This design comes from an exercise in tuning for small area, a short achievable clock period and few clock cycles per item on the open sky130 flow, not from production work. In this exercise RTL edits were held to simulation tests only and were not proved equivalent to the original. Power is estimated from default activity; no workload was simulated.

## run.sh

```bash
#!/bin/bash
# synth_recipe.tcl (not shown) runs the flow's synth.tcl, then flattens the netlist and writes it again
# the make line also repeats each setting of config.mk as NAME=value (left out here)
make -C /OpenROAD-flow-scripts/flow DESIGN_CONFIG=/design/flow/config.mk WORK_HOME=/design/flow/orfs CLKGATE_MAP_FILE= SYNTH_SCRIPT=/design/flow/synth_recipe.tcl finish
```

## config.mk

```make
export PLATFORM = sky130hd
export DESIGN_NAME = multi
export DESIGN_NICKNAME = multi
export VERILOG_FILES = /design/flow/design.v
export SDC_FILE = /design/flow/constraint.sdc
export NUM_CORES = 4
export LEC_CHECK = 0
export CAP_MARGIN = 20
export CORE_MARGIN = 2
export CORE_UTILIZATION = 40
export SLEW_MARGIN = 20
```

## constraint.sdc

```tcl
create_clock -name core_clock -period 4.0 [get_ports {clk}]
set_input_delay 0.8000 -clock core_clock [delete_from_list [all_inputs] [get_ports {clk}]]
set_output_delay 0.8000 -clock core_clock [all_outputs]
set_load 0.01 [all_outputs]
```

## design.v

```verilog
module add_sub #(parameter W = 4) (a,b,cin,add);
  output [W-1:0] add;
input [W-1:0] a;
input [W-1:0] b;
input cin;
assign add = a + b + cin;
endmodule
module multi #(parameter N = 32) (a,b,clk,out,load,done);
  localparam CW = $clog2(N) + 1;
  input [N-1:0] a,b;
  input clk,load;
  output [2*N-1:0] out;
  output done;
reg [N-1:0] ta,tb;
reg [N:0] z;
reg q;
reg [CW-1:0] count;
wire [N:0] add,sub;
wire [N:0] tax = {ta[N-1],ta};
add_sub #(N+1) u0(tax,z,1'b0,add);
add_sub #(N+1) u1(~tax,z,1'b1,sub);
always@(posedge clk)
begin
  if (load)
    begin
      ta<=a;
      tb<=b;
      z<={(N+1){1'b0}};
      q<=0;
      count<=0;
  end
else
  begin
    if (count<N)
      begin
    case ({tb[0],q})
      2'b00 : {z,tb,q} <= {z[N],z,tb};
      2'b01 : {z,tb,q} <= {add[N],add,tb};
      2'b10 : {z,tb,q} <= {sub[N],sub,tb};
      2'b11 : {z,tb,q} <= {z[N],z,tb};
    endcase
    count<= count + 1'b1;
  end
end
end
assign out = {z[N-1:0],tb};
assign done = (count == N);
endmodule
```

==> flow_summary_export.csv <==
group,metric,value,unit
synth,synth.most_common_cell,"nor2_1",
synth,synth_largest_area_cell,"edfxtp_1",
routing,dr_wl_met2,11200,um
routing,drt-total-wl,22900,um
layout,num_antenna_cells,0,
clocking,ctsHoldBuffers,0,
sta,skew,0.00981,ns
critical_path,crit_fanout,5,
power_and_ir_drop,ir_drop,0.209,mV
global_routing,antenna_found_initial,0,
sta,clock.fmax,0.284,GHz
power_and_ir_drop,netSwitchingPower,0.00179,W
critical_path,cpPeakStageDelay,0.56,ns
clocking,cts.clk_slew.worst_paths,0.08,ns
flow_run,drv_cap,0,
synth,synth_seq_cells,104,
power_and_ir_drop,pwr-share-comb,0.476,
sta,final.min_clock_period,3.52,ns
sta,setup-violations-final,0,
routing,wire_per_inst,18.2,um
synth,syn_area_per_cell,8.84,um2
floorplanning,die_w,146,um
critical_path,cp_data_arrival_time,3.76,ns
power_and_ir_drop,finalPower,0.00447,W
place,place_area,9390,um2
run_status,status,"no timing/DRC/antenna violations",
floorplanning,coreArea,20000,um2
power_and_ir_drop,p_sw_frac,0.400,
synth,synthArstFlopShare,0,
global_routing,grt_pass1_wl,37300,um
clocking,clkSinkCount,104,
clocking,cts-buffers-inserted,9,
critical_path,path_buf_inv,1,
clocking,clk_latency,0.37,ns
place,portBuffers,130,
floorplanning,ios,131,
power_and_ir_drop,p_int,0.00268,W
sta,hold_viol,0,
critical_path,cp-end-kind,"flip-flop",
sta,drv_slew,0,
floorplanning,rows,52,
power_and_ir_drop,clkPwrFrac,0.205,
clocking,postCtsSetupBuffers,0,
place,gp_congestion,0.946,
power_and_ir_drop,p_leak,3.85,nW
critical_path,critPathLaunchType,"flip-flop",
floorplanning,initial_core_util,0.404,
critical_path,crit_required,4.24,ns
clocking,cts_tree,"yes",
clocking,max-clock-path-buffers,2,
critical_path,critical-path-top-delay-family,"compound AO/OA/AOI/OAI gates",
routing,drc,0,
sta,fin_ws,0.478,ns
sta,tns,0,ns
critical_path,reg2reg_slack,0.48,ns
sta,tightestPinTransition,0.835,ns
sta,finalCritPeriodShare,0.881,
power_and_ir_drop,seqPwrFrac,0.320,
routing,num_vias,7123,
clocking,h-tree-depth,3,
place,place_ws,0.525,ns
layout,post-route-util,0.484,
layout,drive_gt1_frac,0.0716,
critical_path,path_cells,"inv_1 > ha_1 > fa_1 > nor2b_1 > o211ai_1 > a21oi_1 > a31o_2 > a21oi_1 > o41ai_1 > xnor2_1 > a221oi_1 > a2111oi_0",
global_routing,first_global_vias,7072,
synth,synth_area_leaders,"edfxtp_1, ha_1, dfxtp_1",
critical_path,critPathKind,"reg2reg",
layout,stdcell_area,9700,um2
critical_path,crit_top_cell,"a21oi_1",
sta,relSlewSlack,0.442,
synth,synth_cells,917,
synth,synth_edf_count,64,
clocking,ctsResizeCount,0,
synth,yosysWarningCount,1,
synth,synth_flop_cell,"edfxtp_1",
routing,dr.pass1.iters,5,
synth,synth_cell_types,73,
global_routing,grt-ovfl-total,0,
routing,via_per_inst,5.64,
clocking,root_buffer,"clkbuf_16",
layout,finalNetCount,1123,
synth,ys_seq_area_frac,0.336,
synth,synth_top_area_share,0.237,
routing,final_antenna_net_count,0,
routing,m1WireLength,10200,um
critical_path,critPathSlowestCell,"o41ai_1",
place,dp_hpwl,16500,um
floorplanning,die_area,21400,um2
global_routing,grt_max_degree,52,
global_routing,grt_use_total,0.215,
worst_hold_path,hp-class,"reg2reg",
routing,drt_first_iter_violations,481,
floorplanning,die_h,146,um
power_and_ir_drop,power_density,461,nW/um2
routing,dr_wl_met3,1050,um
synth,synth_commonest_cells,"nor2_1, a21oi_1, inv_1",
sta,rsz0062_at_grt,"no",
synth,netlist_area,8100,um2
layout,syn_to_final_growth,19.7,%
synth,synth_nets,1053,
routing,dr.max_layer_used,"met4",
[final cells by class]
cell class / count / area, um2
fill: 1996 / 10300
inverter: 73 / 274
sequential: 104 / 2720
multi-input combinational: 656 / 4660
clock buffer: 9 / 225
clock inverter: 7 / 86.3
tap: 270 / 338
timing repair buffer: 143 / 1400
[tightest hold or removal path, cell delays in order, from the launching register on]
cell	delay (ns)
dfxtp_1	0.35
nand2_1	0.07
o41ai_1	0.05
[stage by stage]
step                cells  hold WS (ns)
finish               1262         0.520
global route         1262         0.559
CTS                  1262         0.520
detailed placement   1246         0.507
global placement     1246         0.509
floorplan             917         0.479
[power by group through the flow]
stage,Clock (W),Sequential [W],Combinational [W]
finish,0.000914,0.00143,0.00212
global route,0.000989,0.00146,0.00233
CTS,0.000947,0.00143,0.00211
detailed placement,0,0.00146,0.00209
global placement,0,0.00145,0.00210
floorplan,0,0.00143,0.00153
[sequential cells by signal (all words and copies together) (netlist names)]
| name | cells |
|---|---|
| count | 6 |
| q | 1 |
| tb | 32 |
| z | 33 |
| ta | 32 |
[placed cells by master, fill, tap and decap left out, drive strengths merged, types with 23 or more instances in the layout]
master | netlist | final
nor2 | 84 | 84
dfxtp | 40 | 40
nor3 | 35 | 35
inv | 72 | 74
a221oi | 23 | 23
nand2 | 51 | 51
edfxtp | 64 | 64
o21ai | 29 | 29
xnor2 | 34 | 34
a21oi | 83 | 83
clkdlybuf4s50 | 0 | 129
ha | 68 | 68
mux2 | 31 | 31
[logic make-up after synthesis]
family,after synthesis,share of synthesized area
AO/OA/AOI/OAI,270,0.231
XOR/XNOR,44,0.0476
adder cells (fa/ha/maj),70,0.110
buffers and inverters,157,0.0894
flip-flops,104,0.336
multiplexers,35,0.0480
AND/OR/NAND/NOR,237,0.138
[per-layer routing]
metal	vias to the layer above	GRT usage
met1	3433	0.276
met4	0	0.0631
met5	-	0
met3	34	0.0369
met2	200	0.372
li1	3456	-
[path summary, 6_finish.rpt]
check                      from            endpoint  cells after the start
max           z[0]$_SDFFE_PP0N_  z[25]$_SDFFE_PP0N_                     12
min          z[28]$_SDFFE_PP0N_  z[28]$_SDFFE_PP0N_                      2
max reg2reg   z[0]$_SDFFE_PP0N_  z[25]$_SDFFE_PP0N_                     12
min reg2reg  z[28]$_SDFFE_PP0N_  z[28]$_SDFFE_PP0N_                      2
Testbench counts, summed over its fixed seeds: cycles 67,584, items 2,048.

==> port drivers added, routing unchanged <==
The flow's constraints put no driver on any port. The routed layout listed below was extracted and timed again, unchanged, in two steps.
Step 1: set_driving_cell puts a clkbuf_16 on clk and a buf_2 on each other input, an assumption about the parent block.
Step 2 moves the port delays by t, midway between the first and last clock arrival at a register: inputs arrive t later, outputs are due t later. That takes back most of the time a late clock gives input paths.
Three values: no drivers, after step 1, after step 2; two values: the first two.
shift t [ns]: 0.410
setup slack, ns: 0.478 / 0.478 / 0.478
clock arrival spread, ns: 0.010 / 0.011
After both steps setup and hold are still met in this run. The setup slack of this run moves by 0.000 ns with the drivers and by 0.000 ns with both steps.
